Background: an optimization exercise with open tools, aiming at small area, a short achievable clock period and few clock cycles. Do not read the settings as production practice.
At most, simulation tests tie the RTL to the original design; equivalence was not proved.
For runs 4 and 5, only the layout was checked, not whether the RTL still works.
Power is estimated from default activity; no workload was simulated.

## flow/config.mk

```make
export PLATFORM = sky130hd
export DESIGN_NAME = mycpu
export DESIGN_NICKNAME = mycpu
export VERILOG_FILES = /design/flow/design.v
export SDC_FILE = /design/flow/constraint.sdc
export NUM_CORES = 4
export LEC_CHECK = 0
export CAP_MARGIN = 20
export CORE_MARGIN = 2
export CORE_UTILIZATION = 40
export CTS_CLUSTER_DIAMETER = 100
export CTS_CLUSTER_SIZE = 25
export SLEW_MARGIN = 20
```

## flow/constraint.sdc

```tcl
create_clock -name core_clock -period 12.0 [get_ports {clk}]
set_input_delay 2.4000 -clock core_clock [delete_from_list [all_inputs] [get_ports {clk}]]
set_output_delay 2.4000 -clock core_clock [all_outputs]
set_load 0.01 [all_outputs]
```

## flow/design.v

```verilog
module mycpu
  (
   input  logic        clk,
   input  logic        rst_n,
   output logic [15:0] a_out,
   input  logic [15:0] d_in,
   output logic [15:0] d_out,
   input  logic [15:0] io_in,
   output logic        wen_out,
   output logic        iom_out
   );
   function automatic logic [15:0] add16(input logic [15:0] a, input logic [15:0] b,
                                         input logic ci);
      logic [15:0] g, p, gg, pp, gn, pn;
      g = a & b;
      p = a ^ b;
      gg = g; pp = p;
      for (int d = 1; d < 16; d = d * 2) begin
         gn = gg; pn = pp;
         for (int i = d; i < 16; i++) begin
            gn[i] = gg[i] | (pp[i] & gg[i-d]);
            pn[i] = pp[i] & pp[i-d];
         end
         gg = gn; pp = pn;
      end
      add16[0] = p[0] ^ ci;
      for (int i = 1; i < 16; i++)
        add16[i] = p[i] ^ (gg[i-1] | (pp[i-1] & ci));
   endfunction
   function automatic logic [19:0] add20(input logic [19:0] a, input logic [19:0] b,
                                         input logic ci);
      logic [19:0] g, p, gg, pp, gn, pn;
      g = a & b;
      p = a ^ b;
      gg = g; pp = p;
      for (int d = 1; d < 20; d = d * 2) begin
         gn = gg; pn = pp;
         for (int i = d; i < 20; i++) begin
            gn[i] = gg[i] | (pp[i] & gg[i-d]);
            pn[i] = pp[i] & pp[i-d];
         end
         gg = gn; pp = pn;
      end
      add20[0] = p[0] ^ ci;
      for (int i = 1; i < 20; i++)
        add20[i] = p[i] ^ (gg[i-1] | (pp[i-1] & ci));
   endfunction
   function automatic logic [2:0] benc(input logic [2:0] b);
      benc[2] = b[1] ^ b[0];
      benc[1] = (b[2] & ~b[1] & ~b[0]) | (~b[2] & b[1] & b[0]);
      benc[0] = b[2];
   endfunction
   function automatic logic [16:0] brow(input logic [2:0] c, input logic [15:0] a);
      brow = ({17{c[2]}} & {a[15], a} | {17{c[1]}} & {a, 1'b0}) ^ {17{c[0]}};
   endfunction
   logic [15:0] pc;                  
   logic [15:0] ar;                  
   logic        started;             
   logic        halted;
   logic        d_valid;
   logic [15:0] d_ir;
   logic [2:0]  d_ra;                
   logic        d_ldi, d_breg, d_bimm, d_bones;
   logic        d_brc;               
   logic        e_valid;
   logic        e_bus;               
   logic        e_wr;                
   logic        e_io;                
   logic        e_add, e_log, e_shr, e_shl, e_mul, e_cin, e_binv, e_fill;
   logic [3:0]  e_lt;                
   logic        e_we, e_ld, e_ior, e_br, e_cond, e_hal;
   logic [2:0]  e_dr;
   logic [2:0]  e_sh;                
   logic [15:0] oa, ob;              
   logic [15:0] dout;                
   logic [15:0] ms;                  
   logic        mfirst;              
   logic [5:0]  bc;                  
   logic [2:0]  mk;                  
   logic        mshort;              
   logic [7:0][15:0] rf;
   wire [6:0] op = d_ir[15:9];
   wire [2:0] f_dr = d_ir[8:6];
   wire [2:0] f_sb = d_ir[2:0];
   wire o_inc = op == 7'b0000001, o_add = op == 7'b0000010,
        o_mul  = op == 7'b0000011, o_sra = op == 7'b0000100, o_sub = op == 7'b0000101,
        o_dec  = op == 7'b0000110, o_sla = op == 7'b0000111, o_and = op == 7'b0001000,
        o_or   = op == 7'b0001001, o_xor = op == 7'b0001010, o_not = op == 7'b0001011,
        o_shr  = op == 7'b0001101, o_shl = op == 7'b0001110,
        o_ldi  = op == 7'b1001100, o_adi = op == 7'b1000010,
        o_ld   = op == 7'b0010000, o_st  = op == 7'b0100000, o_ior = op == 7'b0010001,
        o_iow  = op == 7'b0100001, o_brz = op == 7'b1100000, o_brn = op == 7'b1100001,
        o_jmp  = op == 7'b1110000;
   wire c_log = (op[6:4] == 3'b000 && (op[3] || op[2:0] == 3'b000) &&
                 !o_shr && !o_shl) || o_ldi;
   wire c_add = o_inc | o_add | o_sub | o_dec | o_adi;
   wire c_shr = o_sra | o_shr;
   wire c_shl = o_sla | o_shl;
   wire c_we  = c_add | c_log | c_shr | c_shl | o_mul | o_ld | o_ior;
   wire c_bus = o_ld | o_st | o_ior | o_iow;
   wire c_hal = !(c_we | o_st | o_iow | o_brz | o_brn | o_jmp);
   wire [3:0] lt = o_and ? 4'b1000 : o_or ? 4'b1110 : o_xor ? 4'b0110 :
                   o_not ? 4'b0011 : 4'b1100;
   wire [6:0] n_op   = d_in[15:9];
   wire       n_swap = n_op == 7'b0001100 || n_op == 7'b0001101 || n_op == 7'b0001110;
   wire       n_breg = n_op == 7'b0000010 || n_op == 7'b0000101 || n_op == 7'b0001000 ||
                       n_op == 7'b0001001 || n_op == 7'b0001010 || n_op == 7'b0000011 ||
                       n_op == 7'b0100000 || n_op == 7'b0100001;
   wire       n_bimm = n_op == 7'b1000010 || n_op == 7'b0000100 || n_op == 7'b0000111;
   wire mul_busy = e_valid && e_mul && !(mshort ? mk == 3'd1 : mk == 3'd4);
   wire e_taken  = e_valid && e_br && e_cond;
   wire e_halt   = e_valid && e_hal;
   wire e_inb    = e_valid && (e_ld || e_ior);    
   wire [15:0] sum = add16(oa, ob ^ {16{e_binv}}, e_cin);
   wire [15:0] lgc = ({16{e_lt[3]}} & oa & ob) | ({16{e_lt[2]}} & oa & ~ob) |
                     ({16{e_lt[1]}} & ~oa & ob) | ({16{e_lt[0]}} & ~oa & ~ob);
   wire        fill = e_fill & oa[15];
   wire [15:0] shr1 = {fill, oa[15:1]};
   wire [15:0] shr2 = e_sh[0] ? {fill, shr1[15:1]} : shr1;
   wire [15:0] shr3 = e_sh[1] ? {{2{fill}}, shr2[15:2]} : shr2;
   wire [15:0] shr  = e_sh[2] ? {{4{fill}}, shr3[15:4]} : shr3;
   wire [15:0] shl1 = {oa[14:0], 1'b0};
   wire [15:0] shl2 = e_sh[0] ? {shl1[14:0], 1'b0} : shl1;
   wire [15:0] shl3 = e_sh[1] ? {shl2[13:0], 2'b0} : shl2;
   wire [15:0] shl  = e_sh[2] ? {shl3[11:0], 4'b0} : shl3;
   wire        mok  = mshort ? (ms[15:11] == {5{ms[11]}}) : (ms == {16{ob[15]}});
   wire [15:0] mval = mshort ? {ms[11:0], ob[15:12]} : ob;
   wire [15:0] mres = mok ? mval : (ms[15] ? 16'h8000 : 16'h7fff);
   wire [15:0] alu  = ({16{e_add}} & sum) | ({16{e_log}} & lgc) | ({16{e_shr}} & shr) |
                      ({16{e_shl}} & shl) | ({16{e_mul}} & mres);
   wire [16:0] r0  = brow(bc[2:0], oa);
   wire [16:0] r1  = brow(bc[5:3], oa);
   wire [15:0] msv = ms & {16{!mfirst}};
   wire [19:0] x0  = {{4{msv[15]}}, msv};
   wire [19:0] x1  = {{3{r0[16]}}, r0};
   wire [19:0] x2  = {{1{r1[16]}}, r1, {2{bc[3]}}};
   wire [19:0] cs_s = x0 ^ x1 ^ x2;
   wire [19:0] cs_c = (x0 & x1) | (x0 & x2) | (x1 & x2);
   wire [19:0] mt  = add20(cs_s, {cs_c[18:0], bc[3]}, bc[0]);
   wire we = e_valid && e_we && !mul_busy && !e_inb;
   wire ld_e = !mul_busy && !e_inb;      
   wire [15:0] wd0 = alu & {16{started}};
   wire [15:0] rd_a = rf[d_ra];
   wire [15:0] rd_b = rf[f_sb];
   wire fwd   = e_valid && e_we && !mul_busy && !e_inb;
   wire fwd_a = fwd && e_dr == d_ra;
   wire fwd_b = fwd && e_dr == f_sb;
   wire [6:0]  offm = {f_dr[2], f_dr, f_sb} - 7'd1;
   wire [15:0] op_a = d_ldi ? {13'b0, f_sb} : d_brc ? pc : fwd_a ? alu : rd_a;
   wire [15:0] op_b = d_breg ? (fwd_b ? alu : rd_b) :
                      d_bimm ? {13'b0, f_sb} : d_brc ? {{9{offm[6]}}, offm} : {16{d_bones}};
   wire ra_zero = rd_a == 16'h0;
   wire ra_neg  = fwd_a ? alu[15] : rd_a[15];
   wire mul_wait = (o_mul && fwd_b) || (o_brz && fwd_a);
   wire e_stop = e_taken || e_halt || halted;
   wire adv    = d_valid && !mul_busy && !(e_valid && e_bus) && !e_stop && !mul_wait;
   wire fetch  = !mul_busy && !(e_valid && e_bus) && !e_stop && (adv || !d_valid);
   wire [15:0] pc_next = e_taken ? sum : fetch ? pc + 16'd1 : pc;
   assign a_out   = ar;
   assign d_out   = dout;
   assign wen_out = !e_wr;
   assign iom_out = e_io;
   always_ff @(posedge clk or negedge rst_n)
     if (!rst_n) begin
        pc      <= 16'h0;
        ar      <= 16'h0;
        started <= 1'b0;
        halted  <= 1'b0;
        d_valid <= 1'b0;
        e_valid <= 1'b0;
        e_bus   <= 1'b0;
        e_wr    <= 1'b0;
        e_io    <= 1'b0;
        mk      <= 3'd0;
     end else begin
        started <= 1'b1;
        if (e_halt) halted <= 1'b1;
        pc <= pc_next;
        ar <= (adv && c_bus) ? op_a : pc_next;
        if (e_stop) d_valid <= 1'b0;
        else if (fetch) d_valid <= 1'b1;
        else if (adv) d_valid <= 1'b0;
        if (!mul_busy) e_valid <= adv || e_inb;
        e_bus <= adv && c_bus;
        e_wr  <= adv && (o_st || o_iow);
        e_io  <= adv && (o_ior || o_iow);    
        if (mul_busy) mk <= mk + 3'd1;
        else mk <= 3'd0;
     end
   always_ff @(posedge clk) begin
      if (fetch) begin
         d_ir    <= d_in;
         d_ra    <= n_swap ? d_in[2:0] : d_in[5:3];
         d_ldi   <= n_op == 7'b1001100;
         d_breg  <= n_breg;
         d_bimm  <= n_bimm;
         d_bones <= n_op == 7'b0000110;
         d_brc   <= n_op == 7'b1100000 || n_op == 7'b1100001;
      end
      dout <= op_b;
      ms   <= mt[19:4];
      mfirst <= !mul_busy;
      e_cin  <= o_inc | o_sub;
      e_binv <= o_sub;
      e_fill <= o_sra;
      e_sh   <= (o_sra || o_sla) ? f_sb : 3'd0;
      e_lt   <= e_inb ? 4'b1100 : lt;
      e_add  <= ld_e && (c_add || o_brz || o_brn || o_jmp);
      e_log  <= e_inb || (ld_e && c_log);
      e_shr  <= ld_e && c_shr;
      e_shl  <= ld_e && c_shl;
      e_br   <= ld_e && (o_brz || o_brn || o_jmp);
      e_cond <= o_jmp || (o_brz && ra_zero) || (o_brn && ra_neg);
      e_hal  <= ld_e && c_hal;
      e_ld   <= ld_e && o_ld;
      e_ior  <= ld_e && o_ior;
      bc     <= mul_busy ? {benc(ob[7:5]), benc(ob[5:3])} : {benc(rd_b[3:1]), benc({rd_b[1:0], 1'b0})};
      ob     <= mul_busy ? {mt[3:0], ob[15:4]} : op_b;
      if (e_inb) oa <= e_ior ? io_in : d_in;
      else if (!mul_busy) oa <= op_a;
      if (!mul_busy) begin
         e_mul  <= ld_e && o_mul;
         e_we   <= e_inb || c_we;
         if (!e_inb) e_dr <= f_dr;
         mshort <= rd_b[15:3] == {13{rd_b[3]}};
      end
      for (int i = 0; i < 8; i++)
        if (!started || (we && e_dr == i)) rf[i] <= wd0;
   end
endmodule
```

## flow/flow/run.sh

```bash
#!/bin/bash
# Standard layout; port buffers are buf_2 cells and repair_timing aims for extra setup slack.
set -euo pipefail
bash standard.sh "BUFFER_PORTS_ARGS=-buffer_cell sky130_fd_sc_hd__buf_2" SETUP_SLACK_MARGIN=8.3 finish > standard.log 2>&1
```

## flow/standard.sh

```bash
#!/bin/bash
# synth_recipe.tcl (not shown) runs the flow's synth.tcl, then flattens the netlist and writes it again
# the make line also repeats each setting of config.mk as NAME=value (left out here)
make -C /OpenROAD-flow-scripts/flow DESIGN_CONFIG=/design/flow/config.mk WORK_HOME=/design/flow/orfs CLKGATE_MAP_FILE= SYNTH_SCRIPT=/design/flow/synth_recipe.tcl "${@:-finish}"
```

==> results.txt, run 1 <==
Synth:
- The number of instances in the synthesized netlist is 1600.
- A synthesized cell averages 11.4 um^2.
- When the netlist entered floorplanning its net count stood at 1697.
- In this run the biggest area consumer among cell types represents 28.2% of the synthesized area.
- The most used flip-flop cell after synthesis is edfxtp_1.
- The number of unique standard cell types used by synthesis is 93.
- The number of warnings issued by yosys is 1.
- The mapped netlist covers 18200 um^2.
- After synthesis the netlist holds a flip-flop and latch count of 287.
- The sequential area share after synthesis is 42.1%.
- The post-synthesis cell type with the largest combined area is edfxtp_1.
- The number of enable flip-flop cells after synthesis is 171.
- For this run, asynchronously set or reset flops after synthesis account for 14.6%.
- By area the synthesized netlist is led by edfxtp_1, mux4_2, dfxtp_1.

Routing:
- The routed length on met1 is 24600 um.
- The post-detailed-route via-to-cell ratio is 6.17.
- Signal routing reaches up to met5.
- The overall routed net length is 57700 um.
- The routed layout has 13800 vias.
- The first-pass iteration count of the detailed router is 6.
- In the final routed layout, each cell accounts on average for 25.8 um.
- Wire segments on met2 add up to 26500 um in the final route.
- The met3 routed wirelength is 4370 um.
- After detailed routing, the number of remaining DRC violations is 0.
- The count of nets left with antenna violations once routing finished came out at 0.
- The number of DRC markers after the initial detailed-route iteration is 1376.

Die:
- The area of the die is 47300 um^2.
- The number of rows created at floorplan is 78.
- The floorplan step defined a core boundary enclosing 45200 um^2.
- Once the floorplan was initialized, standard cells occupied 40.3% of the core.
- The count of boundary I/O pins is 68.
- The vertical die dimension is 217 um.
- The die is 217 um wide.

Final layout:
- The antenna diode count is 0.
- Compared with the post-synthesis result, the final layout area differs by 9.22%.
- The fraction of layout instances using a drive strength above 1 is 20.5%.
- The total number of nets in the final design is 1726.
- After the flow finishes, the layout carries non-filler instances totaling 2240.
- After routing the design area is 19900 um^2.

Power:
- The internal power is 1.83 mW.
- Combinational logic is responsible for 31.3% of the overall power.
- The switching part of the total is 35.5%.
- The leakage power is 7.56 nW.
- The power per unit of standard cell area is 143 nW/um^2.
- The fraction of power consumed by sequential logic is 45.9%.
- The worst-case IR drop observed on VDD is 0.125 mV.
- The clock network accounts for 22.8% of the total power.
- The analysis attributes to net switching a power of 1.01 mW.

Worst setup path:
- The worst setup path is captured at a register.
- In this run the worst path has a maximum fanout of 16.
- The worst setup path is launched from a register.
- The critical path start-end classification is reg2reg.
- Data on the critical path arrives at its endpoint at 3900 ps.
- Data on the critical path is required at its endpoint by 12250 ps.

Clock network:
- The CTS tree is built.
- The insertion delay to the later sink of the worst-skew pair is 550 ps.
- The clock passes through at most 3 buffers.
- The number of buffers inserted during clock tree synthesis is 17.
- The level count of the clock H-tree is 1.
- The tree is rooted in a clkbuf_16.
- Hold repair after CTS inserted 0 buffers.
- The total number of clock tree sinks is 287.
- The clock-pin slew of the registers on the worst-case setup and hold paths is 100 ps.

Timing:
- The worst-margin pin slew is 1170 ps.
- The final worst hold slack is 500 ps.
- The final-layout setup total negative slack is 0 ps.
- For this run, the top clock speed supported by timing is 274 MHz.
- The number of pins exceeding their max-slew limit in the final report is 0.
- Setup violations remaining at the end of the flow were counted as 0.
- Setup repair after global routing could not meet its margin everywhere.
- The post-route minimum period is 3650 ps.
- The count of endpoints failing hold in the final timing report is 0.
- The headroom to the max-slew limit is 21.0%.
- The final worst-path cycle share is 30.4%.
- The setup skew after layout is 39.3 ps.

Placement:
- The HPWL after detailed placement is 42300 um.
- The placed cell area is 19000 um^2.
- In this run the tool buffered the top-level ports with 67 buffer cells.
- The total instance count after detailed placement is 2176.
- The congestion estimate from routability-driven global placement came to 0.873.

Global routing:
- The first-pass GRT wire length is 84700 um.
- Global routing finished with a remaining overflow of 0.
- The number of global-route vias before repair came to 13100.
- The maximum number of pins on one net before global-route repair is 43.
- The initial antenna violation count came to 1.
- Global routing used 24.0% of the available tracks.

Run status:
- The run finished with no timing, DRC or antenna violations.

Min path:
- The worst hold path class is reg2reg.

Flow run:
- Across the run, the number of max-cap violations was 0.
path summary, 6_finish.rpt:
check | to | cells past startpoint | start | slack (ps)
setup / recovery | oa[0] | 10 | e_binv | 8350
hold / removal | halted | 1 | halted | 500
setup reg to reg | oa[0] | 10 | e_binv | 8350
hold reg to reg | halted | 1 | halted | 500
max in group asynchronous | mk[2] | 1 | rst_n | 9370
min in group asynchronous | ar[12] | 1 | rst_n | 2010
registers in the layout (all words and copies together), names as in the netlist, 4 cells and up:
name  flops
d_ir     13
ob       16
e_lt      4
rf      128
oa       16
ms       16
ar       16
bc        6
dout     16
pc       16
worst max-delay path, cell delays in order (launching register included):
cell,delay (ps)
dfxtp_4,530
xor2_1,270
inv_1,90
fa_1,600
nor2b_1,90
a21oi_1,210
o21ai_0,140
a21oi_1,630
a211oi_1,170
o22ai_1,400
a21oi_1,240
layout make-up:
class                   instances  area (um^2)
fillers                      4287        25300
clock inverters                 5         91.3
repair buffers                130          832
multi-input cells            1158         9970
inverters                      35          131
well taps                     600          751
clock buffers                  25          455
flip-flops and latches        287         7680
power by group through the flow:
stage	logic, mW	registers (mW)	clock network (mW)
after detailed placement	0.840	1.34	0
after CTS	0.854	1.31	0.664
final	0.888	1.30	0.647
after global routing	0.969	1.32	0.692
after floorplan	0.640	1.25	0
after global placement	0.827	1.34	0
logic make-up (layout without fill, tap and decap cells):
family	count (synthesis)	after routing	synth area share, %
flip-flops	287	287	42.1
XOR/XNOR	114	114	5.52
multiplexers	211	211	18.2
AND/OR/NAND/NOR	417	417	11.8
adder cells (fa/ha/maj)	63	63	5.15
buffers and inverters	155	195	3.60
other	1	1	0.0206
AO/OA/AOI/OAI	352	352	13.6
layout by cell type (no fill, tap or decap), types with 58 or more instances in the layout:
master    instances
nor2_1           82
xnor2_1          73
dfxtp_1          66
mux2i_1          83
mux4_2           92
buf_4            58
buf_2            69
nand2_1         110
edfxtp_1        171
a21oi_1          76
synth_stat cells, types with 12 or more instances:
library cell  count
nand2_1         110
dfrtp_1          42
buf_2            23
a211oi_1         19
a22oi_1          35
nand4_1          17
ha_1             43
or3_1            13
edfxtp_1        171
xor2_1           40
nand3_1          30
a31oi_1          13
a21oi_1          77
and2_1           16
mux4_2           92
o21ai_0          48
dfxtp_1          74
nor2b_1          37
nor2_1           83
fa_1             20
clkbuf_1         79
mux2i_1          83
mux2_2           35
inv_1            33
xnor2_1          73
nor4_1           18
and3_1           12
a21o_1           26
nor3_1           23
nand2b_1         20
routing by layer:
| metal | vias to the layer above | track usage [%] |
|---|---|---|
| li1 | 6152 | - |
| met3 | 116 | 3.44 |
| met5 | - | 0 |
| met2 | 635 | 38.3 |
| met1 | 6910 | 33.8 |
| met4 | 2 | 7.88 |
repair_timing:
item | in CTS | in global routing
endpoints found under the setup margin | 112 | 38
pin swaps | 1 | 1
gates resized for setup | 7 | 9
buffers inserted | 4 | 30
through the flow:
| stage | setup WS (ps) | util (%) | power [mW] |
|---|---|---|---|
| floorplan | 8350 | - | 1.89 |
| global placement | 7610 | 42.1 | 2.16 |
| detailed placement | 7820 | 42.1 | 2.18 |
| CTS | 8310 | 43.5 | 2.83 |
| global route | 8280 | 44.1 | 2.98 |
| finish | 8350 | 44.1 | 2.84 |
Testbench counts, summed over its fixed seeds: cycles 261,871.
==> inputs of run 2 (changes only) <==
--- a/flow/design.v
+++ b/flow/design.v
@@ -72,7 +72,6 @@
    logic [2:0]  e_dr;
    logic [2:0]  e_sh;                
    logic [15:0] oa, ob;              
-   logic [15:0] dout;                
    logic [15:0] ms;                  
    logic        mfirst;              
    logic [5:0]  bc;                  
@@ -157,7 +156,7 @@
    wire fetch  = !mul_busy && !(e_valid && e_bus) && !e_stop && (adv || !d_valid);
    wire [15:0] pc_next = e_taken ? sum : fetch ? pc + 16'd1 : pc;
    assign a_out   = ar;
-   assign d_out   = dout;
+   assign d_out   = ob;
    assign wen_out = !e_wr;
    assign iom_out = e_io;
    always_ff @(posedge clk or negedge rst_n)
@@ -197,7 +196,6 @@
          d_bones <= n_op == 7'b0000110;
          d_brc   <= n_op == 7'b1100000 || n_op == 7'b1100001;
       end
-      dout <= op_b;
       ms   <= mt[19:4];
       mfirst <= !mul_busy;
       e_cin  <= o_inc | o_sub;
==> flow/flow/run.sh (replaced) <==
#!/bin/bash
# Standard layout; port buffers are buf_2 cells and repair_timing aims for extra setup slack.
set -euo pipefail
bash standard.sh "BUFFER_PORTS_ARGS=-buffer_cell sky130_fd_sc_hd__buf_2" SETUP_SLACK_MARGIN=8.65 finish > standard.log 2>&1
==> run 2 against run 1 <==
- combinational power grew 14%
- core utilization grew 2.9 points
- wire length grew 1.6%
- clock skew grew 18 ps
==> results.txt, run 2 <==
Min path:
- The worst hold path class is reg2reg.
- The hold path endpoint is halted.
- The startpoint of the most critical hold path is halted.
- The cell depth of the worst hold path is 1 (unchanged).

Placement:
- The placed cell area is 18500 um^2 (-2.9%).
- The routability-driven placement congestion ratio is 0.927 (+6.1%).
- The half-perimeter wire length after detailed placement is 40500 um (-4.2%).
- The number of input and output port buffers inserted is 67 (unchanged).
- The total instance count after detailed placement is 2115 (-2.8%).

Synth:
- The share of async-settable or async-resettable flops after synthesis came to 15.5% (+0.86 points).
- The number of enable flip-flop cells after synthesis is 171 (unchanged).
- The net count after synthesis was 1655 (-2.5%).
- The sequential area share after synthesis is 41.8% (-0.30 points).
- edfxtp_1 takes more of the synthesized area than any other cell.
- The most common cell in the synthesized netlist is edfxtp_1.
- Counting instances in the post-synthesis netlist gives the leading cell types as edfxtp_1, mux4_2, nor2_1.
- The post-synthesis area per instance is 11.3 um^2 (-0.88%).
- The proportion of netlist area held by the largest area contributor is 29.2% (+1.0 points).
- The number of instances in the synthesized netlist came to 1558 (-2.6%).
- The number of warnings issued by yosys is 1 (unchanged).
- The post-synth design cell area is 17600 um^2 (-3.5%).
- The flip-flop cell with the highest count after synthesis is edfxtp_1.
- In the post-synthesis netlist, the biggest area contributors are edfxtp_1, mux4_2, dfxtp_1.
- The number of unique standard cell types used by synthesis was 84 (-9.7%).
- The post-synthesis sequential element count is 271 (-5.6%).

Worst setup path:
- The critical path buffer and inverter count came to 1 (unchanged).
- In this run the critical register-to-register path is launched from oa[9].
- The critical path is of the reg2out type.
- The cell family contributing the most delay on the critical path is flip-flops.
- The terminus of the critical flop-to-flop path is ms[15].
- The worst setup path is captured at an output port.
- The slack of the worst reg-to-reg path came to 8480 ps (+130 ps).
- The number of cells on the critical path is 1 (-9).
- The endpoint arrival time on the critical path is 1130 ps (-2770 ps).
- The slowest stage of the critical path belongs to the cell dfrtp_1.
- Walking the worst path, the cells encountered are buf_2.
- The depth of the most critical reg-to-reg path is 13 (+3).
- The worst endpoint required time is 9600 ps (-2650 ps).
- STA classifies the critical path startpoint as a register.
- The worst-path maximum fanout was 1 (-15).
- The highest cell delay on the worst timing path is 420 ps (-210 ps).

Die:
- The count of boundary I/O pins is 68 (unchanged).
- The area of the die is 45700 um^2 (-3.4%).
- The core area is 43300 um^2 (-4.2%).
- The initial core utilization is 40.7% (+0.32 points).
- The die extent in x came to 214 um (-1.7%).
- The vertical die dimension is 214 um (-1.7%).
- The number of rows created at floorplan is 76 (-2.6%).

Timing:
- The post-route minimum period came to 3530 ps (-122 ps).
- The final-layout setup total negative slack is 0 ps (unchanged).
- The final worst hold slack was 504 ps (+3.67 ps).
- The number of pins exceeding their max-slew limit in the final report came to 0 (unchanged).
- The setup violation total in the final timing report is 0 (unchanged).
- The highest attainable clock frequency is 283 MHz (+3.4%).
- Setup repair after global routing could not meet its margin everywhere.
- The worst-margin pin slew is 960 ps (-213 ps).
- The count of endpoints failing hold in the final timing report is 0 (unchanged).
- The headroom to the max-slew limit is 36.0% (+15 points).
- The setup skew after layout is 57.1 ps (+17.8 ps).
- The final worst-path cycle share came to 29.4% (-1.0 points).

Power:
- The largest vdd supply drop was 0.0970 mV (-22%).
- The leakage power is 7.73 nW (+2.1%).
- The power per unit of standard cell area is 141 nW/um^2 (-1.0%).

Final layout:
- The fraction of layout instances using a drive strength above 1 is 26.0% (+5.5 points).
- The final instance count without filler cells is 2229 (-0.49%).
- The area of the multi-input gates came to 10100 um^2 (+1.3%).
- The number of flip-flops under the largest register name is 128 (unchanged).
- The most common cell after layout, fill and taps aside is edfxtp_1.
- Compared with the post-synthesis result, the final layout area differs by 15.4%.
- The final standard cell area without fillers was 20300 um^2 (+2.0%).
- The total number of nets in the final design came to 1730 (+0.23%).
- The post-layout utilization of the core is 46.9% (+2.9 points).
- The number of fill cells in the layout is 3936 (-8.2%).
- The area of all sequential standard cells is 7430 um^2 (-3.3%).
- The top cell types in the final layout, fill and taps aside, are edfxtp_1, mux4_2, nor2_1, buf_4, nand2_1.
- The register with the most flip-flops in the final layout is rf.

Flow run:
- The max capacitance violation total is 0 (unchanged).

Clock network:
- The total number of clock tree sinks is 271 (-5.6%).
- The largest buffer count on any clock path is 3 (unchanged).
- TritonCTS built the clock tree.
- The number of buffers inserted during clock tree synthesis is 16 (-1).
- The clock tree root driver cell is clkbuf_16.
- The insertion delay to the later sink of the worst-skew pair came to 560 ps (about the same).
- The clock-pin slew of the registers on the worst-case setup and hold paths is 120 ps (+20 ps).
- The level count of the clock H-tree is 1 (unchanged).

Global routing:
- The initial antenna violation count was 1 (unchanged).
- The number of global-route vias before repair is 13100 (+0.099%).
- The maximum number of pins on one net before global-route repair came to 43 (unchanged).
- The first-pass GRT wire length is 85500 um (+0.93%).
- The total routing resource utilization after global routing is 25.4% (+1.4 points).
- The total congestion overflow after global routing was 0 (unchanged).

Routing:
- The number of antenna-violating nets in the routed design is 0 (unchanged).
- The total via count after detailed routing is 14000 (+1.2%).
- The overall routed net length is 58600 um (+1.6%).
- The first-pass iteration count of the detailed router is 6 (unchanged).
- The number of DRC markers after the initial detailed-route iteration was 1716 (+25%).
- The number of DRC violations after detailed routing is 0 (unchanged).
- The post-detailed-route via-to-cell ratio was 6.28 (+1.7%).
- The detailed-route wire length per cell is 26.3 um (+2.1%).

Run status:
- The run finished with no timing, DRC or antenna violations.
[run 2: changes by cell type after synthesis, moves of 8 or more]
cell / previous run / this run
nor3_1: 23 / 33
a21oi_1: 77 / 94
mux2_2: 35 / 22
a221oi_1: 10 / 18
clkbuf_1: 79 / 87
a31o_2: 11 / 1
a21o_1: 26 / 18
mux4_2: 92 / 104
dfxtp_1: 74 / 58
nand2_1: 110 / 91
mux2i_1: 83 / 53
nor2_1: 83 / 102
[run 2: worst max path at each step]
stage	endpoint	start	slack, ps
2_1_floorplan	ms[6]	bc[2]	8550
3_3_place_gp	ar[1]	mshort	7890
3_5_place_dp	rf[108]	e_binv	7850
4_1_cts	a_out[12]	ar[12]	8470
5_1_grt	ms[15]	oa[9]	8310
6_report	a_out[12]	ar[12]	8470
[run 2: logic make-up after synthesis]
logic type	Yosys count	synth area share, %
adder cells (fa/ha/maj)	63	5.33
buffers and inverters	158	3.55
AO/OA/AOI/OAI	357	13.9
multiplexers	182	17.9
AND/OR/NAND/NOR	415	11.9
other	1	0.0213
XOR/XNOR	111	5.53
flip-flops	271	41.8
[run 2: where the power goes]
| part | internal, mW | leakage [nW] | total [mW] | switching, mW |
|---|---|---|---|---|
| logic | 0.456 | 4.66 | 1.01 | 0.556 |
| clock network | 0.263 | 0.240 | 0.609 | 0.346 |
| registers | 1.10 | 2.83 | 1.24 | 0.142 |
| total | 1.82 | 7.73 | 2.87 | 1.04 |
[run 2: routing by layer]
| metal | up-vias | wire length, um | global-route usage [%] |
|---|---|---|---|
| met5 | - | 13 | 0 |
| met4 | 2 | 2160 | 8.84 |
| met3 | 118 | 4980 | 4.22 |
| met2 | 713 | 26300 | 38.5 |
| met1 | 7065 | 25200 | 36.9 |
| li1 | 6089 | - | - |
[run 2: layout make-up]
class	instances	area share (%)
Multi-Input combinational cell	1130	49.7
Clock inverter	6	0.450
Tap cell	585	3.61
Inverter	39	0.727
Antenna cell	1	0.0123
Sequential cell	271	36.6
Timing Repair Buffer	175	6.80
Clock buffer	22	2.08
[run 2: through the flow]
| step | power [mW] | worst slack, ps |
|---|---|---|
| CTS | 2.80 | 8470 |
| detailed placement | 2.10 | 7850 |
| finish | 2.87 | 8470 |
| global route | 2.99 | 8310 |
| global placement | 2.09 | 7890 |
| floorplan | 1.82 | 8550 |
[run 2: repair_timing]
action,4_1_cts,5_1_grt
hold buffers,0,0
pin swaps,27,19
buffers inserted,56,28
resized for setup,105,48
gates cloned,1,0
setup endpoints to repair,286,124
Testbench counts of run 2, summed over its fixed seeds: cycles 261,871.
==> inputs of run 3 (changes only) <==
==> flow/flow/run.sh (replaced) <==
#!/bin/bash
# Standard layout; port buffers are buf_2 cells and repair_timing aims for extra setup slack.
set -euo pipefail
bash standard.sh "BUFFER_PORTS_ARGS=-buffer_cell sky130_fd_sc_hd__buf_2" SETUP_SLACK_MARGIN=8.5 finish > standard.log 2>&1
==> run 3 against run 2 <==
- still clean
- global-route usage grew 0.63 points
- fmax shrank 1.3%
- sequential share of layout area grew 0.79 points
- critical path depth grew 13
- clock-buffer cell count grew 1
- via count shrank 0.74%
- combinational power is essentially flat
- clock skew shrank 21 ps
- final cell count shrank 1.1%
- critical path type is now reg2reg
- highest routed layer is now met4
==> results.txt, run 3 <==
Run status:
- The flow ran to the end and the layout has no timing, DRC or antenna violations.

Timing:
- The number of pins exceeding their max-slew limit in the final report is 0 (unchanged).
- The count of endpoints failing hold in the final timing report is 0 (unchanged).
- The final worst hold slack is 500 ps (-4.05 ps).
- The worst-margin pin slew is 1050 ps (+92.0 ps).
- The highest attainable clock frequency is 280 MHz (-1.3%).
- The headroom to the max-slew limit is 29.9% (-6.1 points).
- Setup repair after global routing could not meet its margin everywhere.
- The setup violation total in the final timing report is 0 (unchanged).
- The post-route minimum period came to 3570 ps (+45.3 ps).
- The setup skew after layout is 36.1 ps (-21.0 ps).
- The final worst-path cycle share is 29.8% (+0.38 points).
- The final-layout setup total negative slack was 0 ps (unchanged).

Routing:
- The number of DRC violations after detailed routing is 0 (unchanged).
- The detailed-route wire length per cell is 26.8 um (+2.0%).
- The first-pass iteration count of the detailed router is 5 (-1).
- The number of DRC markers after the initial detailed-route iteration is 1773 (+3.3%).
- The total via count after detailed routing is 13900 (-0.74%).
- The overall routed net length is 59200 um (+0.89%).
- The post-detailed-route via-to-cell ratio came to 6.30 (+0.39%).
- The number of antenna-violating nets in the routed design is 0 (unchanged).

Synth:
- The number of unique standard cell types used by synthesis is 84 (unchanged).
- The share of async-settable or async-resettable flops after synthesis came to 15.5% (unchanged).
- The number of enable flip-flop cells after synthesis is 171 (unchanged).
- The sequential area share after synthesis is 41.8% (unchanged).
- The most numerous cell in the Yosys netlist is edfxtp_1.
- The net count after synthesis was 1655 (unchanged).
- The synthesized design spends more area on one cell type than any other, namely edfxtp_1.
- The number of warnings issued by yosys came to 1 (unchanged).
- The post-synthesis sequential element count is 271 (unchanged).
- The number of instances in the synthesized netlist is 1558 (unchanged).
- In the post-synthesis netlist, the biggest area contributors are edfxtp_1, mux4_2, dfxtp_1.
- The post-synth design cell area is 17600 um^2 (unchanged).
- The proportion of netlist area held by the largest area contributor is 29.2% (unchanged).
- The post-synthesis area per instance was 11.3 um^2 (unchanged).
- Among all flip-flop cells after synthesis, the most frequent one is edfxtp_1.
- After synthesis, the most frequently instantiated cells are edfxtp_1, mux4_2, nor2_1.

Clock network:
- The CTS tree is built.
- The largest buffer count on any clock path is 3 (unchanged).
- The level count of the clock H-tree came to 1 (unchanged).
- The insertion delay to the later sink of the worst-skew pair is 550 ps (about the same).
- The total number of clock tree sinks was 271 (unchanged).
- The clock tree root driver cell is clkbuf_16.
- The number of buffers inserted during clock tree synthesis was 16 (unchanged).
- The clock-pin slew of the registers on the worst-case setup and hold paths was 100 ps (-20 ps).

Final layout:
- The register ranked first by flip-flop count is rf.
- The total number of nets in the final design is 1705 (-1.4%).
- In the layout the commonest cells are edfxtp_1, mux4_2, nor2_1, nand2_1, a21oi_1.
- The number of flip-flops under the largest register name is 128 (unchanged).
- The fraction of layout instances using a drive strength above 1 is 23.9% (-2.2 points).
- The final standard cell area without fillers is 19900 um^2 (-2.2%).
- The most common cell after layout, fill and taps aside is edfxtp_1.
- From synthesis to final layout, the design area changed by 12.9%.

Worst setup path:
- The nature of the critical path endpoint is a register.
- The worst setup path is launched from a register.
- The signal on the critical path passes through a22oi_2, xor2_1, fa_1, inv_2, ha_4, and3_4, a221oi_4, buf_4, a2111oi_4, o21a_2, o211ai_1, a31oi_2, buf_4, xor2_1.
- The master of the slowest instance on the critical path is edfxtp_1.
- In this run the critical register-to-register path is launched from oa[2].
- The worst-path maximum fanout is 4 (+3).
- The highest cell delay on the worst timing path is 520 ps (+100 ps).
- The critical path start-end classification is reg2reg.
- The worst endpoint required time is 12420 ps (+2820 ps).
- The endpoint arrival time on the critical path is 4000 ps (+2870 ps).
- The depth of the most critical reg-to-reg path was 14 (+1).
- The endpoint identified for the worst register-to-register timing path is ms[14].
- The slack of the worst reg-to-reg path is 8430 ps (-50 ps).

Die:
- The vertical die dimension is 214 um (unchanged).
- The number of rows created at floorplan is 76 (unchanged).
- The die extent in x came to 214 um (unchanged).
- The count of boundary I/O pins was 68 (unchanged).
- The core area is 43300 um^2 (unchanged).
- The area of the die was 45700 um^2 (unchanged).
- The initial core utilization is 40.7% (unchanged).

Power:
- The power per unit of standard cell area was 144 nW/um^2 (+1.7%).
- The largest vdd supply drop came to 0.160 mV (+65%).
- The leakage power came to 7.57 nW (-2.0%).

Min path:
- The worst hold path class is reg2reg.
- The cell depth of the worst hold path is 1 (unchanged).
- The worst hold path terminates at halted.
- The worst hold path begins at halted.

Global routing:
- The number of global-route vias before repair is 13400 (+1.9%).
- The total congestion overflow after global routing is 0 (unchanged).
- The first-pass GRT wire length was 87000 um (+1.8%).
- The total routing resource utilization after global routing is 26.0% (+0.63 points).
- The maximum number of pins on one net before global-route repair came to 43 (unchanged).
- The initial antenna violation count is 0 (-1).

Placement:
- The number of input and output port buffers inserted is 67 (unchanged).
- The half-perimeter wire length after detailed placement is 41200 um (+1.6%).
- The routability-driven placement congestion ratio is 0.926 (-0.12%).
- The placed cell area is 18500 um^2 (about the same).

Flow run:
- The max capacitance violation total is 0 (unchanged).
run 3: cell counts after synthesis:
Identical to the previous run, type by type.
run 3: final cells by class:
| type | count | area [um^2] |
|---|---|---|
| clock inverters | 5 | 72.6 |
| flip-flops and latches | 271 | 7420 |
| repair buffers | 150 | 1060 |
| well taps | 585 | 732 |
| diodes | 1 | 2.50 |
| clock buffers | 23 | 448 |
| inverters | 39 | 148 |
| fillers | 3973 | 23400 |
| multi-input cells | 1130 | 9970 |
run 3: report_power, final:
group	internal (mW)	switching [mW]
clock	0.277	0.350
combinational	0.429	0.553
sequential	1.10	0.138
run 3: critical path, delay by kind of cell, from the launching register on:
kind	cells	cell delay [ps]
compound gates	6	1350
fa+ha+maj	2	650
flops	1	520
buf+inv	3	440
xor+xnor	2	340
simple gates	1	170
run 3: worst max-delay path by stage:
stage / start / to / slack, ps / cells after the start
global route: oa[1] / ms[14] / 8250 / 15
floorplan: e_binv / oa[12] / 8500 / 12
CTS: oa[1] / ms[14] / 8420 / 14
detailed placement: e_binv / rf[124] / 7710 / 9
global placement: mshort / ar[1] / 7820 / 10
finish: oa[2] / ms[14] / 8430 / 14
run 3: logic make-up (layout without fill, tap and decap cells):
group / after synthesis / after routing / synth area share, %
AND/OR/NAND/NOR: 415 / 416 / 11.9
AO/OA/AOI/OAI: 357 / 357 / 13.9
flip-flops: 271 / 271 / 41.8
multiplexers: 182 / 182 / 17.9
buffers and inverters: 158 / 217 / 3.55
XOR/XNOR: 111 / 111 / 5.53
adder cells (fa/ha/maj): 63 / 63 / 5.33
other: 1 / 2 / 0.0213
run 3: stage by stage:
| stage | worst slack, ps | power [mW] | std cells | utilization, % |
|---|---|---|---|---|
| final | 8430 | 2.85 | 2204 | 45.9 |
| after global routing | 8250 | 2.98 | 2203 | 45.9 |
| after CTS | 8420 | 2.81 | 2194 | 45.5 |
| after detailed placement | 7710 | 2.10 | 2116 | 42.7 |
| after global placement | 7820 | 2.08 | 2112 | 42.6 |
| after floorplan | 8500 | 1.81 | 1558 | - |
run 3: repair_timing:
action                     in CTS  in global routing
hold buffers                    0                  0
buffers inserted               49                  9
resized for setup              75                 32
setup endpoints to repair     253                 96
pin swaps                      20                 17
gates cloned                    1                  0
run 3: layer usage:
metal  wire [um]  GRT usage (%)  vias to the layer above  share of wire (%)
met5           0              0                        -                  0
met4        2390           9.75                        0                4.0
met3        5610           3.90                      124                9.5
met2       26200           39.4                      747                 44
met1       24900           37.9                     6978                 42
li1            -              -                     6035                  -
==> inputs of run 4 (changes only) <==
--- a/flow/design.v
+++ b/flow/design.v
@@ -69,6 +69,7 @@
    logic        e_add, e_log, e_shr, e_shl, e_mul, e_cin, e_binv, e_fill;
    logic [3:0]  e_lt;                
    logic        e_we, e_ld, e_ior, e_br, e_cond, e_hal;
+   logic        e_inc;               
    logic [2:0]  e_dr;
    logic [2:0]  e_sh;                
    logic [15:0] oa, ob;              
@@ -150,11 +151,17 @@
                       d_bimm ? {13'b0, f_sb} : d_brc ? {{9{offm[6]}}, offm} : {16{d_bones}};
    wire ra_zero = rd_a == 16'h0;
    wire ra_neg  = fwd_a ? alu[15] : rd_a[15];
-   wire mul_wait = (o_mul && fwd_b) || (o_brz && fwd_a);
+   wire inc_neg  = oa[15] ^ (&oa[14:0]);
+   wire inc_zero = &oa;
+   wire known_d  = !fwd_a || e_inc;
+   wire cond_d   = o_brn ? (fwd_a ? inc_neg : rd_a[15]) : (fwd_a ? inc_zero : ra_zero);
+   wire [15:0] tgt_d = pc + {{9{offm[6]}}, offm};
+   wire mul_wait = (o_mul && fwd_b) || (o_brz && fwd_a && !e_inc);
    wire e_stop = e_taken || e_halt || halted;
    wire adv    = d_valid && !mul_busy && !(e_valid && e_bus) && !e_stop && !mul_wait;
    wire fetch  = !mul_busy && !(e_valid && e_bus) && !e_stop && (adv || !d_valid);
-   wire [15:0] pc_next = e_taken ? sum : fetch ? pc + 16'd1 : pc;
+   wire d_redirect = adv && d_brc && known_d && cond_d;
+   wire [15:0] pc_next = e_taken ? sum : d_redirect ? tgt_d : fetch ? pc + 16'd1 : pc;
    assign a_out   = ar;
    assign d_out   = ob;
    assign wen_out = !e_wr;
@@ -176,7 +183,7 @@
         if (e_halt) halted <= 1'b1;
         pc <= pc_next;
         ar <= (adv && c_bus) ? op_a : pc_next;
-        if (e_stop) d_valid <= 1'b0;
+        if (e_stop || d_redirect) d_valid <= 1'b0;
         else if (fetch) d_valid <= 1'b1;
         else if (adv) d_valid <= 1'b0;
         if (!mul_busy) e_valid <= adv || e_inb;
@@ -207,7 +214,8 @@
       e_log  <= e_inb || (ld_e && c_log);
       e_shr  <= ld_e && c_shr;
       e_shl  <= ld_e && c_shl;
-      e_br   <= ld_e && (o_brz || o_brn || o_jmp);
+      e_br   <= ld_e && (o_jmp || ((o_brz || o_brn) && !known_d));
+      e_inc  <= ld_e && o_inc;
       e_cond <= o_jmp || (o_brz && ra_zero) || (o_brn && ra_neg);
       e_hal  <= ld_e && c_hal;
       e_ld   <= ld_e && o_ld;
==> run 4 against run 3 <==
- still clean
- sequential share of layout area decreased by 4.9 points
- sequential cell count rose by 1
- clock power grew 3.2%
- critical path type unchanged
- largest cell class unchanged
- largest power group unchanged
- highest routed layer unchanged
==> results.txt, run 4 <==
Clock network:
- The insertion delay to the later sink of the worst-skew pair is 550 ps (about the same).
- The CTS tree is built.
- The number of buffers inserted during clock tree synthesis is 17 (+1).
- The largest buffer count on any clock path is 3 (unchanged).
- The clock tree root driver cell is clkbuf_16.
- The clock-pin slew of the registers on the worst-case setup and hold paths was 110 ps (about the same).
- The level count of the clock H-tree came to 1 (unchanged).
- The total number of clock tree sinks was 272 (+0.37%).

Routing:
- The total via count after detailed routing is 17100 (+23%).
- The post-detailed-route via-to-cell ratio is 6.62 (+5.0%).
- The number of DRC markers after the initial detailed-route iteration is 2535 (+43%).
- The first-pass iteration count of the detailed router is 9 (+4).
- The detailed-route wire length per cell is 28.1 um (+4.7%).
- The number of DRC violations after detailed routing is 0 (unchanged).
- The overall routed net length is 72700 um (+23%).
- The number of antenna-violating nets in the routed design is 0 (unchanged).

Synth:
- The net count after synthesis is 1961 (+18%).
- By count the netlist is led by edfxtp_1, nand2_1, nor2_1.
- By instance count, the leading cell after synthesis is edfxtp_1.
- The post-synth design cell area was 19200 um^2 (+9.2%).
- The number of enable flip-flop cells after synthesis is 171 (unchanged).
- The number of unique standard cell types used by synthesis was 96 (+14%).
- The post-synthesis area per instance was 10.4 um^2 (-7.9%).
- The post-synthesis sequential element count is 272 (+0.37%).
- The number of warnings issued by yosys is 1 (unchanged).
- In the post-synthesis netlist, the biggest area contributors are edfxtp_1, mux4_2, dfxtp_1.
- The sequential area share after synthesis is 38.3% (-3.4 points).
- The proportion of netlist area held by the largest area contributor is 26.7% (-2.5 points).
- The post-synthesis cell type with the largest combined area is edfxtp_1.
- The number of instances in the synthesized netlist is 1848 (+19%).
- In the synthesized netlist the dominant register cell turns out to be edfxtp_1.
- The share of async-settable or async-resettable flops after synthesis is 15.4% (-0.057 points).

Global routing:
- The maximum number of pins on one net before global-route repair was 43 (unchanged).
- The total congestion overflow after global routing is 0 (unchanged).
- The first-pass GRT wire length is 106000 um (+21%).
- The total routing resource utilization after global routing is 28.4% (+2.4 points).
- The number of global-route vias before repair came to 16100 (+20%).
- The initial antenna violation count is 1 (+1).

Power:
- The share of power burned in combinational logic is 37.3% (+2.8 points).
- The power per unit of standard cell area is 132 nW/um^2 (-8.4%).
- The internal power is 1.88 mW (+3.7%).
- The switching part of the total was 37.7% (+1.2 points).
- The fraction of power consumed by sequential logic was 41.2% (-2.3 points).
- The net switching power is 1.14 mW (+9.0%).
- The leakage power was 8.76 nW (+16%).
- The largest vdd supply drop is 0.0818 mV (-49%).
- The post-layout total power was 3.01 mW (+5.6%).
- The clock network power share is 21.5% (-0.5 points).

Placement:
- The routability-driven placement congestion ratio came to 0.987 (+6.6%).
- The number of input and output port buffers inserted is 67 (unchanged).
- The total instance count after detailed placement is 2426 (+15%).
- The worst slack at placement came to 6990 ps (-716 ps).
- The half-perimeter wire length after detailed placement came to 49000 um (+19%).

Worst setup path:
- The critical path goes through buf_8, buf_4, xor2_1, ha_1, nand2_2, a2111oi_4, or4b_4, a311oi_4, xnor2_4, a211oi_4, a211oi_2, o21ai_2, mux2i_1.
- The endpoint arrival time on the critical path came to 3860 ps (-140 ps).
- Broken down by cell family, the worst path's largest delay share belongs to compound AO/OA/AOI/OAI gates.
- The start of the worst register-to-register path is e_binv.
- On the critical path, the stage with the largest delay is an instance of or4b_4.
- The number of cells on the critical path is 13 (-1).
- The worst endpoint required time is 12300 ps (-120 ps).
- The slack of the worst reg-to-reg path is 8440 ps (about the same).
- The startpoint type of the worst setup path is a register.
- The highest cell delay on the worst timing path is 600 ps (+80 ps).
- The worst setup path is captured at a register.
- The worst-path maximum fanout is 5 (+1).
- The setup path with the least slack is of type reg2reg.
- The depth of the most critical reg-to-reg path was 13 (-1).
- The terminus of the critical flop-to-flop path is oa[14].
- The critical path buffer and inverter count is 2 (-1).

Timing:
- The setup skew after layout is 32.6 ps (-3.44 ps).
- The post-route minimum period is 3560 ps (-8.31 ps).
- Setup repair after global routing could not meet its margin everywhere.
- The highest attainable clock frequency is 281 MHz (+0.23%).
- The final-layout setup total negative slack was 0 ps (unchanged).
- The setup violation total in the final timing report is 0 (unchanged).
- The slack of the critical path is 8440 ps (+8.31 ps).
- The number of pins exceeding their max-slew limit in the final report is 0 (unchanged).
- The final worst-path cycle share is 29.7% (-0.069 points).
- The headroom to the max-slew limit is 15.2% (-15 points).
- The count of endpoints failing hold in the final timing report came to 0 (unchanged).
- The worst-margin pin slew is 1260 ps (+205 ps).

Die:
- The initial core utilization is 40.4% (-0.25 points).
- The core area was 47500 um^2 (+9.9%).
- The die extent in x is 223 um (+4.4%).
- The count of boundary I/O pins is 68 (unchanged).
- The number of rows created at floorplan came to 80 (+5.3%).
- The vertical die dimension was 223 um (+4.4%).
- The area of the die came to 49800 um^2 (+9.0%).

Final layout:
- The post-layout utilization of the core was 48.2% (+2.3 points).
- The synthesis-to-finish area growth is 19.2%.
- The antenna diode count was 0 (-1).
- The fraction of layout instances using a drive strength above 1 came to 28.9% (+5.1 points).
- The most common cell after layout, fill and taps aside is edfxtp_1.
- The final instance count without filler cells is 2588 (+17%).
- The number of flip-flops under the largest register name was 128 (unchanged).
- The total number of nets in the final design is 2075 (+22%).
- In the layout the commonest cells are edfxtp_1, nand2_1, buf_4, nor2_1, a21oi_1.
- The register ranked first by flip-flop count is rf.

Min path:
- The path with the worst hold slack has its endpoint at halted.
- The cell depth of the worst hold path came to 1 (unchanged).
- The startpoint of the most critical hold path is halted.
- The worst hold path class is reg2reg.

Run status:
- The flow ran to the end and the layout has no timing, DRC or antenna violations.

Flow run:
- The max capacitance violation total is 0 (unchanged).
==> run 4: cell types whose count changed after synthesis, sizes merged, moves of 9 or more <==
cell	before	now
nand2	91	170
nor2	102	131
a21oi	95	123
o21ai	57	77
nor3	33	52
ha	43	58
or4	4	18
a211oi	13	26
mux2	25	14
nand4	12	23
clkbuf	87	96
==> run 4: per-stage QoR <==
stage,hold slack [ps],area [um^2]
after floorplan,448,19300
after global placement,471,20000
after detailed placement,467,20000
after CTS,491,22100
after global routing,530,22900
final,496,22900
==> run 4: timing repair <==
action	in CTS	in global routing
gates cloned	3	2
setup buffers	86	41
gates resized for setup	171	100
pin swaps	28	48
hold buffers	0	0
endpoints found under the setup margin	218	92
==> run 4: cell type report <==
class / count / area [um^2]
Clock inverter: 8 / 103
Sequential cell: 272 / 7450
Fill cell: 4273 / 24600
Timing Repair inverter: 1 / 5.00
Tap cell: 615 / 769
Inverter: 43 / 194
Timing Repair Buffer: 227 / 1810
Multi-Input combinational cell: 1400 / 12100
Clock buffer: 22 / 444
==> run 4: power groups by stage <==
stage	logic, mW	clock network, mW	registers [mW]
final	1.12	0.648	1.24
after global routing	1.20	0.689	1.25
after floorplan	0.650	0	1.18
after CTS	1.02	0.659	1.23
after global placement	0.836	0	1.28
after detailed placement	0.847	0	1.28
==> run 4: worst register-to-register path, delay by kind of cell, from the launching register on <==
family,cells,cell delay [ps]
fa+ha+maj,1,370
simple gates,2,740
xor+xnor,2,310
compound gates,5,1190
buf+inv,2,270
mux,1,90
flops,1,360
==> run 4: logic make-up (layout without fill, tap and decap cells) <==
kind of cell / count (synthesis) / after routing / synth area share (%)
AND/OR/NAND/NOR: 596 / 597 / 15.9
AO/OA/AOI/OAI: 439 / 439 / 15.4
flip-flops: 272 / 272 / 38.3
buffers and inverters: 177 / 301 / 3.72
multiplexers: 166 / 166 / 15.3
XOR/XNOR: 118 / 118 / 5.38
adder cells (fa/ha/maj): 79 / 79 / 5.97
other: 1 / 1 / 0.0195
==> run 4: worst max-delay path by stage <==
stage | start | endpoint
after floorplan | oa[2] | ms[8]
after global placement | e_binv | oa[13]
after detailed placement | e_binv | oa[13]
after CTS | oa[2] | ms[8]
after global routing | oa[0] | ms[7]
final | e_binv | oa[14]
==> run 4: per-layer routing <==
layer  up-vias  part of all wire, %  global-route usage (%)
li1       7263                    -                       -
met1      8568                   39                    38.3
met2      1069                   45                    44.3
met3       221                   10                    5.27
met4         0                  5.5                    13.4
met5         -                    0                       0
==> inputs of run 5 (changes only) <==
--- a/flow/design.v
+++ b/flow/design.v
@@ -153,8 +153,8 @@
    wire ra_neg  = fwd_a ? alu[15] : rd_a[15];
    wire inc_neg  = oa[15] ^ (&oa[14:0]);
    wire inc_zero = &oa;
-   wire known_d  = !fwd_a || e_inc;
-   wire cond_d   = o_brn ? (fwd_a ? inc_neg : rd_a[15]) : (fwd_a ? inc_zero : ra_zero);
+   wire known_d  = fwd_a && e_inc;
+   wire cond_d   = o_brn ? inc_neg : inc_zero;
    wire [15:0] tgt_d = pc + {{9{offm[6]}}, offm};
    wire mul_wait = (o_mul && fwd_b) || (o_brz && fwd_a && !e_inc);
    wire e_stop = e_taken || e_halt || halted;
==> run 5 against run 4 <==
- die area decreased by 3.8%
- hold slack gained 37 ps
- power is 2.7% lower
- critical path type is now reg2out
- combinational power shrank 7%
- non-clock buffer count decreased by 38
- worst setup slack better by 20 ps
- critical endpoint is now a_out[10]
- sequential power about the same
- final cell count fell by 6.7%
- sequential share of layout area grew 2.2 points
==> results.txt, run 5 <==
Run status:
- The run finished with no timing, DRC or antenna violations.

Worst setup path:
- The worst-path maximum fanout is 1 (-4).
- The cell family contributing the most delay on the critical path is flip-flops.
- The critical path is of the reg2out type.
- The master of the slowest instance on the critical path is dfrtp_2.
- The signal on the critical path passes through buf_6.
- The nature of the critical path endpoint is an output port.
- The endpoint arrival time on the critical path was 1140 ps (-2720 ps).
- The highest cell delay on the worst timing path is 460 ps (-140 ps).
- The worst setup path is launched from a register.
- The critical path buffer and inverter count was 1 (-1).
- The worst endpoint required time was 9600 ps (-2700 ps).

Final layout:
- The number of fill cells in the layout is 4197 (-1.8%).
- The number of flip-flops under the largest register name came to 128 (unchanged).
- The final instance count without filler cells is 2414 (-6.7%).
- Counting flops per register, the top entry is rf.
- The total number of nets in the final design came to 1916 (-7.7%).
- From synthesis to final layout, the design area changed by 16.0%.
- In the layout the commonest cells are edfxtp_1, nand2_1, nor2_1, buf_4, mux4_2.
- The post-layout utilization of the core is 47.1% (-1.1 points).
- The antenna diode count is 0 (unchanged).
- The library cell used most frequently in the layout, excluding fill and tap cells, is edfxtp_1.
- The fraction of layout instances using a drive strength above 1 came to 24.4% (-4.6 points).
- The final standard cell area without fillers came to 21400 um^2 (-6.5%).

Timing:
- The setup skew after layout is 32.5 ps (-0.130 ps).
- The count of endpoints failing hold in the final timing report is 0 (unchanged).
- Setup repair after global routing could not meet its margin everywhere.
- The final worst hold slack is 533 ps (+36.8 ps).
- The worst-margin pin slew is 1050 ps (-203 ps).
- The headroom to the max-slew limit is 29.7% (+15 points).
- The final worst-path cycle share is 29.5% (-0.17 points).
- The number of pins exceeding their max-slew limit in the final report is 0 (unchanged).
- The setup violation total in the final timing report is 0 (unchanged).
- The post-route minimum period is 3540 ps (-20.4 ps).
- The highest attainable clock frequency came to 282 MHz (+0.58%).
- The slack of the critical path is 8460 ps (+20.4 ps).
- The final-layout setup total negative slack was 0 ps (unchanged).

Synth:
- The number of enable flip-flop cells after synthesis was 171 (unchanged).
- The largest family of logic cells by synthesized area is multiplexers.
- The number of unique standard cell types used by synthesis was 84 (-13%).
- The most numerous cell in the Yosys netlist is edfxtp_1.
- The sequential area share after synthesis is 39.9% (+1.5 points).
- The flip-flop cell with the highest count after synthesis is edfxtp_1.
- The number of instances in the synthesized netlist was 1727 (-6.5%).
- The area share of xor/xnor cells in the synthesized design was 6.12% (+0.74 points).
- The fraction of synthesized area in multiplexers came to 16.6% (+1.4 points).
- By area the synthesized netlist is led by edfxtp_1, mux4_2, dfxtp_1.
- Ranked by instance count, the synthesized netlist is headed by edfxtp_1, nand2_1, nor2_1.
- The post-synthesis area per instance was 10.7 um^2 (+2.9%).
- The number of warnings issued by yosys came to 1 (unchanged).
- The share of synthesized cell area in full adder, half adder and majority cells is 6.21% (+0.24 points).
- The proportion of netlist area held by the largest area contributor is 27.8% (+1.1 points).
- The post-synthesis sequential element count was 272 (unchanged).
- The post-synth design cell area came to 18500 um^2 (-3.9%).
- The share of the synthesized area in compound gates (AO/OA/AOI/OAI) is 13.8% (-1.7 points).
- The simple logic cell fraction of the synthesized area is 13.8% (-2.1 points).
- The share of async-settable or async-resettable flops after synthesis is 15.4% (unchanged).
- The post-synthesis cell type with the largest combined area is edfxtp_1.
- The net count after synthesis is 1840 (-6.2%).

Routing:
- The number of antenna-violating nets in the routed design is 0 (unchanged).
- The number of DRC violations after detailed routing came to 0 (unchanged).
- The first-pass iteration count of the detailed router is 6 (-3).
- The number of DRC markers after the initial detailed-route iteration came to 1914 (-24%).
- The overall routed net length came to 64000 um (-12%).
- The total via count after detailed routing is 15200 (-11%).
- The detailed-route wire length per cell is 26.5 um (-5.6%).
- The post-detailed-route via-to-cell ratio is 6.28 (-5.1%).

Clock network:
- The level count of the clock H-tree is 1 (unchanged).
- The largest buffer count on any clock path is 3 (unchanged).
- The total number of clock tree sinks is 272 (unchanged).
- The clock-pin slew of the registers on the worst-case setup and hold paths is 100 ps (about the same).
- The number of buffers inserted by hold repair at cts came to 0 (unchanged).
- The number of buffers inserted during clock tree synthesis was 17 (unchanged).
- The insertion delay to the later sink of the worst-skew pair is 560 ps (about the same).
- The clock tree root driver cell is clkbuf_16.
- TritonCTS built the clock tree.

Global routing:
- The maximum number of pins on one net before global-route repair was 43 (unchanged).
- The number of global-route vias before repair came to 14500 (-9.9%).
- The initial antenna violation count is 3 (+2).
- The total congestion overflow after global routing is 0 (unchanged).
- The first-pass GRT wire length is 93900 um (-11%).
- The total routing resource utilization after global routing is 26.3% (-2.1 points).

Die:
- The die extent in x is 219 um (-1.9%).
- The count of boundary I/O pins is 68 (unchanged).
- The core area is 45500 um^2 (-4.3%).
- The initial core utilization is 40.6% (+0.20 points).
- The vertical die dimension is 219 um (-1.9%).
- The area of the die is 47900 um^2 (-3.8%).
- The number of rows created at floorplan is 78 (-2.5%).

Placement:
- The number of input and output port buffers inserted was 67 (unchanged).
- The worst slack at placement is 7420 ps (+422 ps).
- The placed cell area came to 19300 um^2 (-3.4%).
- The total instance count after detailed placement is 2286 (-5.8%).
- The routability-driven placement congestion ratio is 0.987 (unchanged).
- The half-perimeter wire length after detailed placement is 44800 um (-8.5%).

Power:
- The post-layout total power is 2.93 mW (-2.7%).
- The leakage power is 8.30 nW (-5.2%).
- The largest vdd supply drop is 0.138 mV (+68%).
- The power per unit of standard cell area is 137 nW/um^2 (+4.1%).

Min path:
- The min-delay analysis places its worst path in the category reg2reg.

Flow run:
- The max capacitance violation total is 0 (unchanged).
## run 5: power by group
| part | internal [mW] | leakage (nW) | switching (mW) | total, mW |
|---|---|---|---|---|
| clock | 0.282 | 0.264 | 0.370 | 0.652 |
| sequential | 1.10 | 2.83 | 0.134 | 1.24 |
| combinational | 0.456 | 5.20 | 0.586 | 1.04 |
| total | 1.84 | 8.30 | 1.09 | 2.93 |
## run 5: timing repair
item / in CTS / in global routing
gates resized for setup: 85 / 65
endpoints found under the setup margin: 220 / 110
pin swaps: 6 / 15
gates cloned: 2 / 1
buffers inserted: 69 / 24
## run 5: worst paths after layout
path,slack (ps),depth (start not counted),endpoint,start
max,8460,1,a_out[10],ar[10]
min,530,1,halted,halted
max in group asynchronous,9730,1,ar[10],rst_n
max reg2reg,8510,14,ms[9],oa[1]
min reg2reg,530,1,halted,halted
min in group asynchronous,1840,1,d_valid,rst_n
## run 5: layout make-up
class / instances / area, um^2 / area share (%)
well taps: 600 / 751 / 3.51
flip-flops and latches: 272 / 7440 / 34.8
inverters: 37 / 159 / 0.742
clock inverters: 8 / 109 / 0.508
clock buffers: 22 / 444 / 2.07
repair buffers: 189 / 1510 / 7.07
multi-input cells: 1286 / 11000 / 51.3
## run 5: kinds of logic (layout without fill, tap and decap cells)
| kind of cell | count (synthesis) | in the layout |
|---|---|---|
| AO/OA/AOI/OAI | 383 | 383 |
| XOR/XNOR | 129 | 129 |
| adder cells (fa/ha/maj) | 79 | 79 |
| buffers and inverters | 170 | 256 |
| flip-flops | 272 | 272 |
| multiplexers | 187 | 187 |
| other | 1 | 1 |
| AND/OR/NAND/NOR | 506 | 507 |
## run 5: layer usage
layer	up-vias	routed length, um	GRT usage, %
met5	-	14	0
met4	2	2660	8.49
met3	163	6000	5.00
met2	797	28700	40.8
met1	7512	26700	37.1
li1	6684	-	-

-- what the ideal ports hide --
The flow's constraints put no driver on any port. The routed layouts listed below were extracted and timed again, unchanged, in two steps. Step 1, drivers: a clkbuf_16 drives clk and a buf_2 each remaining input, both assumed. Step 2, shift: input delay + t, output delay - t, t = (earliest + latest rising clock arrival at the registers) / 2. This alone moves slack from input paths to output paths. a / b / c = ideal / step 1 / step 2; a / b = the first two.
| run | t, ns | setup WS [ns] | worst setup path after step 2 | slew at the worst register clock pin (ns) | cell pins on the clock port's net |
|---|---|---|---|---|---|
| run 1 | 0.593 | 8.351 / 8.351 / 8.297 | input to register | 0.11 / 0.11 | 1 |
| run 2 | 0.587 | 8.472 / 8.414 / 8.398 | input to register | 0.12 / 0.12 | 1 |
| run 3 | 0.592 | 8.427 / 8.424 / 8.384 | input to register | 0.10 / 0.10 | 1 |
| run 4 | 0.597 | 8.435 / 8.392 / 8.277 | input to register | 0.11 / 0.11 | 1 |
| run 5 | 0.596 | 8.455 / 8.399 / 8.328 | input to register | 0.11 / 0.11 | 1 |
After both steps every run listed still meets setup and hold. For run 4, which loses most, drivers alone change the setup slack by -0.043 ns; drivers and shift together by -0.158 ns.
